What follows belongs to an exercise in optimizing a design on an open flow for small area; a production flow would make more cautious choices. Function was checked by simulation only, so behaviour that the tests miss may differ from the original.

## build 78
## qam_transmitter
module qam_transmitter (
    input clk,
    input reset,
    input [1:0] syms_in_i,
    input [1:0] syms_in_q,
    output sym_ready,
    output signed [17:0] transmitter_out
);
reg [3:0] c;
always @(posedge clk)
    if (reset) c <= 4'd0;
    else c <= c + 4'd1;
assign sym_ready = (c == 4'd0);
reg [3:0] hold;
always @(posedge clk)
    if (c == 4'd0) hold <= {~syms_in_i[1], syms_in_i[1] ~^ syms_in_i[0], ~syms_in_q[1], syms_in_q[1] ~^ syms_in_q[0]};    
wire xfer = (c == 4'd6);
reg [5:0] nv;
always @(posedge clk)
    if (reset) nv <= 6'd0;
    else if (xfer && !nv[5]) nv <= nv + 6'd1;
reg [3:0] R0_0, R0_1, R0_2, R0_3, R1_0, R1_1, R1_2, R1_3, R2_0, R2_1, R2_2, R2_3, R3_0, R3_1, R3_2, R3_3, R4_0, R4_1, R4_2, R4_3, R5_0, R5_1, R5_2, R5_3, R6_0, R6_1, R6_2, R6_3, R7_0, R7_1, R7_2, R7_3;
always @(posedge clk) begin
    R0_0 <= xfer ? hold : R0_1;
    R0_1 <= xfer ? R0_1 : R0_2;
    R0_2 <= xfer ? R1_0 : R0_3;
    R0_3 <= xfer ? R0_3 : R0_0;
    R1_0 <= xfer ? R0_2 : R1_1;
    R1_1 <= xfer ? R1_1 : R1_2;
    R1_2 <= xfer ? R2_0 : R1_3;
    R1_3 <= xfer ? R1_3 : R1_0;
    R2_0 <= xfer ? R1_2 : R2_1;
    R2_1 <= xfer ? R2_1 : R2_2;
    R2_2 <= xfer ? R3_0 : R2_3;
    R2_3 <= xfer ? R2_3 : R2_0;
    R3_0 <= xfer ? R2_2 : R3_1;
    R3_1 <= xfer ? R4_0 : R3_2;
    R3_2 <= xfer ? R3_2 : R3_3;
    R3_3 <= xfer ? R3_3 : R3_0;
    R4_0 <= xfer ? R3_1 : R4_1;
    R4_1 <= xfer ? R4_1 : R4_2;
    R4_2 <= xfer ? R4_2 : R4_3;
  ...
export LEC_CHECK = 0
export ABC_AREA = 1
export CAP_MARGIN = 20
export CELL_PAD_IN_SITES_DETAIL_PLACEMENT = 1
export CELL_PAD_IN_SITES_GLOBAL_PLACEMENT = 2
export CORE_MARGIN = 2
export CORE_UTILIZATION = 40
export CTS_BUF_LIST = sky130_fd_sc_hd__clkbuf_4 sky130_fd_sc_hd__clkbuf_8
export CTS_CLUSTER_DIAMETER = 70
export CTS_CLUSTER_SIZE = 14
export GPL_ROUTABILITY_DRIVEN = 1
export GPL_TIMING_DRIVEN = 0
export SLEW_MARGIN = 20
export SYNTH_HIERARCHICAL = 1
export SYNTH_MINIMUM_KEEP_SIZE = 0
create_clock -name core_clock -period 16.0 [get_ports {clk}]
standard.sh (not shown) runs the stock make flow with config.mk's settings and CLKGATE_MAP_FILE= SYNTH_SCRIPT=/design/flow/synth_recipe.tcl, a recipe that flattens the netlist after the stock synthesis.
==> flow/flow/run.sh <==
#!/bin/bash
# Layout flow: the standard flow (standard.sh), with two changes:
#  - synthesis maps logic with an area-only ABC script (flow/abc_area.script)
#    instead of ORFS's abc_area.script; every other ORFS script is used
#    unchanged from a copy of $FLOW_HOME/scripts;
#  - clock tree synthesis runs without dummy loads.
# Each tool's output goes to standard.log (and ORFS's own logs under orfs/).
set -euo pipefail
rm -rf scripts
cp -r "$FLOW_HOME/scripts" scripts
cp flow/abc_area.script scripts/abc_area.script
CTS="-sink_clustering_enable -repair_clock_nets -sink_clustering_size 14 -sink_clustering_max_diameter 70 -buf_list {sky130_fd_sc_hd__clkbuf_4 sky130_fd_sc_hd__clkbuf_8} -dont_use_dummy_load"
bash standard.sh "SCRIPTS_DIR=$PWD/scripts" "CTS_ARGS=$CTS" REMOVE_ABC_BUFFERS=1 finish > standard.log 2>&1
==> flow/flow/abc_area.script <==
strash
dch
map -a -B 0
topo
dnsize -c
Edits applied to the flow inputs when going from build 78 to build 67:
diff --git a/flow/flow/run.sh b/flow/flow/run.sh
--- a/flow/flow/run.sh
+++ b/flow/flow/run.sh
@@ -11,3 +11,3 @@
 cp flow/abc_area.script scripts/abc_area.script
 CTS="-sink_clustering_enable -repair_clock_nets -sink_clustering_size 14 -sink_clustering_max_diameter 70 -buf_list {sky130_fd_sc_hd__clkbuf_4 sky130_fd_sc_hd__clkbuf_8} -dont_use_dummy_load"
-bash standard.sh "SCRIPTS_DIR=$PWD/scripts" "CTS_ARGS=$CTS" REMOVE_ABC_BUFFERS=1 finish > standard.log 2>&1
+bash standard.sh "SCRIPTS_DIR=$PWD/scripts" "CTS_ARGS=$CTS" finish > standard.log 2>&1
### Flow results
Going from build 78 to build 67, portion of the clock cycle consumed by the worst path in the final layout went down by 0.39 points; sum of met3 wire segment lengths after detailed routing went up by 4.4%.
Higher post-route worst setup slack was reported by build 67, not build 78.
There was hardly any difference in met3 track demand over resource in global routing between build 78 and build 67.
Compared to build 78, the routing of build 67 uses more wire.
Looking at initial DRC count across both flows, build 67 is the weaker of the two, with build 78 ahead.
Layout clock buffer count, build 67 and build 78: higher on build 67
Compared with build 78, via count in build 67 decreased slightly.
Sort build 67 and build 78 by area overhead of the layout relative to synthesis, descending, and build 67 comes first.
## Diff of input files: build 14 against build 67
# build 67
export LEC_CHECK = 0
export ABC_AREA = 1
export CAP_MARGIN = 20
export CELL_PAD_IN_SITES_DETAIL_PLACEMENT = 1
export CELL_PAD_IN_SITES_GLOBAL_PLACEMENT = 2
export CORE_MARGIN = 2
export CORE_UTILIZATION = 40
export CTS_BUF_LIST = sky130_fd_sc_hd__clkbuf_4 sky130_fd_sc_hd__clkbuf_8
export CTS_CLUSTER_DIAMETER = 70
export CTS_CLUSTER_SIZE = 14
export GPL_ROUTABILITY_DRIVEN = 1
export GPL_TIMING_DRIVEN = 0
export SLEW_MARGIN = 20
export SYNTH_HIERARCHICAL = 1
export SYNTH_MINIMUM_KEEP_SIZE = 0
create_clock -name core_clock -period 16.0 [get_ports {clk}]
# build 14
export LEC_CHECK = 0
export ABC_AREA = 1
export CAP_MARGIN = 20
export CELL_PAD_IN_SITES_DETAIL_PLACEMENT = 1
export CELL_PAD_IN_SITES_GLOBAL_PLACEMENT = 2
export CORE_MARGIN = 2
export CORE_UTILIZATION = 40
export CTS_BUF_LIST = sky130_fd_sc_hd__clkbuf_4 sky130_fd_sc_hd__clkbuf_8
export CTS_CLUSTER_DIAMETER = 70
export CTS_CLUSTER_SIZE = 14
export GPL_ROUTABILITY_DRIVEN = 1
export GPL_TIMING_DRIVEN = 0
export SETUP_SLACK_MARGIN = -0.5
export SLEW_MARGIN = 20
export SYNTH_HIERARCHICAL = 1
export SYNTH_MINIMUM_KEEP_SIZE = 0
create_clock -name core_clock -period 16.0 [get_ports {clk}]
==> run summary <==
- Final count of pins violating max slew delta (build 14 -> build 67): insignificant
- Build 14 ended up with a lower measured slew at the worst slew-check pin than build 67 did.
- Taking build 67 as the reference, in build 14 final setup violation count increased 1; sequential share of layout area held steady; routed via count went up by 255; final cycle utilization of the critical path rose by 4.0 points; number of antenna violations at the first check in global routing moved up.
- Required arrival time at the worst endpoint delta for build 14 relative to build 67: 20 ps higher
- Compared build 14 vs build 67, and worst relative slew slack is up in build 14.
- [flow] build 14 | stages: complete | final checks: fail | reason: negative setup slack
[inputs] build 42 vs build 14
# build 14
export LEC_CHECK = 0
export ABC_AREA = 1
export CAP_MARGIN = 20
export CELL_PAD_IN_SITES_DETAIL_PLACEMENT = 1
export CELL_PAD_IN_SITES_GLOBAL_PLACEMENT = 2
export CORE_MARGIN = 2
export CORE_UTILIZATION = 40
export CTS_BUF_LIST = sky130_fd_sc_hd__clkbuf_4 sky130_fd_sc_hd__clkbuf_8
export CTS_CLUSTER_DIAMETER = 70
export CTS_CLUSTER_SIZE = 14
export GPL_ROUTABILITY_DRIVEN = 1
export GPL_TIMING_DRIVEN = 0
export SETUP_SLACK_MARGIN = -0.5
export SLEW_MARGIN = 20
export SYNTH_HIERARCHICAL = 1
export SYNTH_MINIMUM_KEEP_SIZE = 0
create_clock -name core_clock -period 16.0 [get_ports {clk}]
# build 42
export LEC_CHECK = 0
export ABC_AREA = 1
export CAP_MARGIN = 20
export CELL_PAD_IN_SITES_DETAIL_PLACEMENT = 1
export CELL_PAD_IN_SITES_GLOBAL_PLACEMENT = 2
export CORE_MARGIN = 2
export CORE_UTILIZATION = 40
export CTS_BUF_LIST = sky130_fd_sc_hd__clkbuf_4 sky130_fd_sc_hd__clkbuf_8
export CTS_CLUSTER_DIAMETER = 70
export CTS_CLUSTER_SIZE = 14
export GPL_ROUTABILITY_DRIVEN = 1
export GPL_TIMING_DRIVEN = 0
export SLEW_MARGIN = 20
export SYNTH_HIERARCHICAL = 1
export SYNTH_MINIMUM_KEEP_SIZE = 0
create_clock -name core_clock -period 16.0 [get_ports {clk}]
diff --git a/flow/flow/run.sh b/flow/flow/run.sh
--- a/flow/flow/run.sh
+++ b/flow/flow/run.sh
@@ -10,4 +10,4 @@
 cp -r "$FLOW_HOME/scripts" scripts
 cp flow/abc_area.script scripts/abc_area.script
-CTS="-sink_clustering_enable -repair_clock_nets -sink_clustering_size 14 -sink_clustering_max_diameter 70 -buf_list {sky130_fd_sc_hd__clkbuf_4 sky130_fd_sc_hd__clkbuf_8} -dont_use_dummy_load"
-bash standard.sh "SCRIPTS_DIR=$PWD/scripts" "CTS_ARGS=$CTS" finish > standard.log 2>&1
+CTS="-sink_clustering_enable -repair_clock_nets -sink_clustering_size 18 -sink_clustering_max_diameter 90 -buf_list {sky130_fd_sc_hd__clkbuf_4 sky130_fd_sc_hd__clkbuf_8} -dont_use_dummy_load"
+bash standard.sh "SCRIPTS_DIR=$PWD/scripts" "CTS_ARGS=$CTS" REMOVE_ABC_BUFFERS=1 "BUFFER_PORTS_ARGS=-buffer_cell sky130_fd_sc_hd__buf_1" finish > standard.log 2>&1
## What came out
- Build 42 ran to completion and came out clean on the timing, DRC and antenna checks.
- Relative to build 14, cell count along the critical path decreased by 1 in build 42.

Another version of the RTL of qam_transmitter (not shown whole).
For scale: ~370 flip-flops, ~25 I/O pins, ~35000 sq um of cells after synthesis.
make LEC_CHECK=0 ABC_AREA=1 CAP_MARGIN=20 CELL_PAD_IN_SITES_DETAIL_PLACEMENT=1 CELL_PAD_IN_SITES_GLOBAL_PLACEMENT=2 CORE_MARGIN=2 CORE_UTILIZATION=40 CTS_BUF_LIST='sky130_fd_sc_hd__clkbuf_4 sky130_fd_sc_hd__clkbuf_8' CTS_CLUSTER_DIAMETER=70 CTS_CLUSTER_SIZE=14 GPL_ROUTABILITY_DRIVEN=1 GPL_TIMING_DRIVEN=0 SLEW_MARGIN=20 SYNTH_HIERARCHICAL=1 SYNTH_MINIMUM_KEEP_SIZE=0 finish   # period 16.0 ns
run.sh (not shown) runs the stock make flow with config.mk's settings and CLKGATE_MAP_FILE= SYNTH_SCRIPT=/design/flow/synth_recipe.tcl, a recipe that flattens the netlist after the stock synthesis.
Stock flow here: none of the scripts above is used.
Next try:
- CTS_CLUSTER_DIAMETER: 70 -> 60
- CTS_CLUSTER_SIZE: 14 -> 10
=> Design area grows by 0.79%; clock skew grows by 0.017 ns; synthesized cell count stays the same; via count is about the same; first-iteration DRC count grows by 1.7%; core utilization grows by 0.34 points; global-route usage grows by 0.15 points; synthesized area is unchanged; worst hold slack is about the same; count of clock-buffer cells in the layout grows by 20.
Next try:
- CTS_CLUSTER_DIAMETER: 60 -> unset
- CTS_CLUSTER_SIZE: 10 -> unset
Outcome:
- The changed run ran to the end with no violations
- sequential share of layout area fell by 0.30 points
- worst setup slack gains 0.049 ns
- cell area went up by 1.4%
Next try:
==> flow/flow/run.sh (new file) <==
#!/bin/bash
# Layout flow: the standard flow (standard.sh), with two changes:
#  - synthesis maps logic with an area-only ABC script (flow/abc_area.script)
#    instead of ORFS's abc_area.script; every other ORFS script is used
#    unchanged from a copy of $FLOW_HOME/scripts;
#  - clock tree synthesis runs without dummy loads.
# Each tool's output goes to standard.log (and ORFS's own logs under orfs/).
set -euo pipefail
rm -rf scripts
cp -r "$FLOW_HOME/scripts" scripts
cp flow/abc_area.script scripts/abc_area.script
CTS="-sink_clustering_enable -repair_clock_nets -sink_clustering_size 14 -sink_clustering_max_diameter 70 -buf_list {sky130_fd_sc_hd__clkbuf_4 sky130_fd_sc_hd__clkbuf_8} -dont_use_dummy_load"
bash standard.sh "SCRIPTS_DIR=$PWD/scripts" "CTS_ARGS=$CTS" finish > standard.log 2>&1
==> flow/flow/abc_area.script (new file) <==
strash
dch
map -a -B 0
topo
dnsize -c
==> flow/standard.sh (new file) <==
#!/bin/bash
# synth_recipe.tcl (not shown) runs the flow's synth.tcl, then flattens the netlist and writes it again
# the make line also repeats each setting of config.mk as NAME=value (left out here)
make -C /OpenROAD-flow-scripts/flow DESIGN_CONFIG=/design/flow/config.mk WORK_HOME=/design/flow/orfs CLKGATE_MAP_FILE= SYNTH_SCRIPT=/design/flow/synth_recipe.tcl "${@:-finish}"
- CTS_CLUSTER_DIAMETER: unset -> 70
- CTS_CLUSTER_SIZE: unset -> 14
removed: flow/run.sh
Die area fell by 3.7%.
Setup slack gains 0.18 ns.
Register-to-register slack gains 0.18 ns.
Worst hold slack loses 0.037 ns.
Non-clock buffer count fell by 157.
Area after synthesis fell by 3.7%.
Core utilization fell by 0.25 points.
First-iteration DRC count fell by about 40%.
Clock-buffer cell count fell by 66.

Starting RTL as in the previous note.
export LEC_CHECK = 0
export ABC_AREA = 1
export CAP_MARGIN = 20
export CELL_PAD_IN_SITES_DETAIL_PLACEMENT = 1
export CELL_PAD_IN_SITES_GLOBAL_PLACEMENT = 2
export CORE_MARGIN = 2
export CORE_UTILIZATION = 40
export CTS_BUF_LIST = sky130_fd_sc_hd__clkbuf_8 sky130_fd_sc_hd__clkbuf_16
export CTS_CLUSTER_DIAMETER = 50
export CTS_CLUSTER_SIZE = 12
export GPL_ROUTABILITY_DRIVEN = 1
export GPL_TIMING_DRIVEN = 0
export SLEW_MARGIN = 20
export SYNTH_HIERARCHICAL = 1
export SYNTH_MINIMUM_KEEP_SIZE = 0
create_clock -name core_clock -period 16.0 [get_ports {clk}]
Stock flow here: none of the scripts above is used.
The first run produced a clean layout.
==> next run, changes <==
==> flow/flow/run.sh (new file) <==
#!/bin/bash
# Layout flow: the standard flow (standard.sh), with two changes:
#  - synthesis maps logic with an area-only ABC script (flow/abc_area.script)
#    instead of ORFS's abc_area.script; every other ORFS script is used
#    unchanged from a copy of $FLOW_HOME/scripts;
#  - clock tree synthesis runs without dummy loads.
# Each tool's output goes to standard.log (and ORFS's own logs under orfs/).
set -euo pipefail
rm -rf scripts
cp -r "$FLOW_HOME/scripts" scripts
cp flow/abc_area.script scripts/abc_area.script
CTS="-sink_clustering_enable -repair_clock_nets -sink_clustering_size 14 -sink_clustering_max_diameter 70 -buf_list {sky130_fd_sc_hd__clkbuf_4 sky130_fd_sc_hd__clkbuf_8} -dont_use_dummy_load"
bash standard.sh "SCRIPTS_DIR=$PWD/scripts" "CTS_ARGS=$CTS" finish > standard.log 2>&1
==> flow/flow/abc_area.script (new file) <==
strash
dch
map -a -B 0
topo
dnsize -c
==> flow/standard.sh (new file) <==
#!/bin/bash
# synth_recipe.tcl (not shown) runs the flow's synth.tcl, then flattens the netlist and writes it again
# the make line also repeats each setting of config.mk as NAME=value (left out here)
make -C /OpenROAD-flow-scripts/flow DESIGN_CONFIG=/design/flow/config.mk WORK_HOME=/design/flow/orfs CLKGATE_MAP_FILE= SYNTH_SCRIPT=/design/flow/synth_recipe.tcl "${@:-finish}"
Settings changed: CAP_MARGIN 20 to 5, CTS_BUF_LIST sky130_fd_sc_hd__clkbuf_8 sky130_fd_sc_hd__clkbuf_16 to sky130_fd_sc_hd__clkbuf_4 sky130_fd_sc_hd__clkbuf_8, CTS_CLUSTER_DIAMETER 50 to 70, CTS_CLUSTER_SIZE 12 to 14, SLEW_MARGIN 20 to 5.
removed: flow/run.sh
The new run ran to the end with no violations.
Design area came out lower by a few percent.
Wire length goes down by about a fifth.
Register-to-register slack gets better by 0.11 ns.
Global-route usage fell by 5.3 points.

separate check: timing with driven ports:
Ports are ideal in the flow. The routed layouts listed here were re-timed in OpenROAD. Step 1 (the two cells are an assumption about what drives the block):
set clk [get_ports {clk}]
set_driving_cell -lib_cell sky130_fd_sc_hd__clkbuf_16 $clk
set_driving_cell -lib_cell sky130_fd_sc_hd__buf_2 [delete_from_list [all_inputs] $clk]
Step 2 also shifts input and output timing later by t, the mid clock arrival at the registers, as if the neighbouring blocks saw the same clock. Slacks: ideal ports / drivers / drivers and shift; pairs: ideal ports / drivers.
| run | shift t [ns] | setup slack, ns | worst slew at a driven data input, ns |
|---|---|---|---|
| build 78 | 0.724 | 0.475 / 0.475 / 0.475 | 0.03 |
| build 67 | 0.676 | 0.538 / 0.538 / 0.538 | 0.03 |
| build 14 | 0.722 | -0.096 / -0.096 / -0.096 | 0.04 |
| build 42 | 0.764 | 0.500 / 0.500 / 0.500 | 0.03 |
| the first run of note 2 | 0.736 | 0.483 / 0.483 / 0.483 | 0.09 |
| the second run of note 2 | 0.766 | 0.452 / 0.452 / 0.452 | 0.09 |
| the third run of note 2 | 0.720 | 0.501 / 0.501 / 0.501 | 0.09 |
| the fourth run of note 2 | 0.705 | 0.681 / 0.681 / 0.681 | 0.03 |
| the first run of note 3 | 0.714 | 0.393 / 0.393 / 0.393 | 0.10 |
| the second run of note 3 | 0.692 | 0.500 / 0.500 / 0.500 | 0.03 |
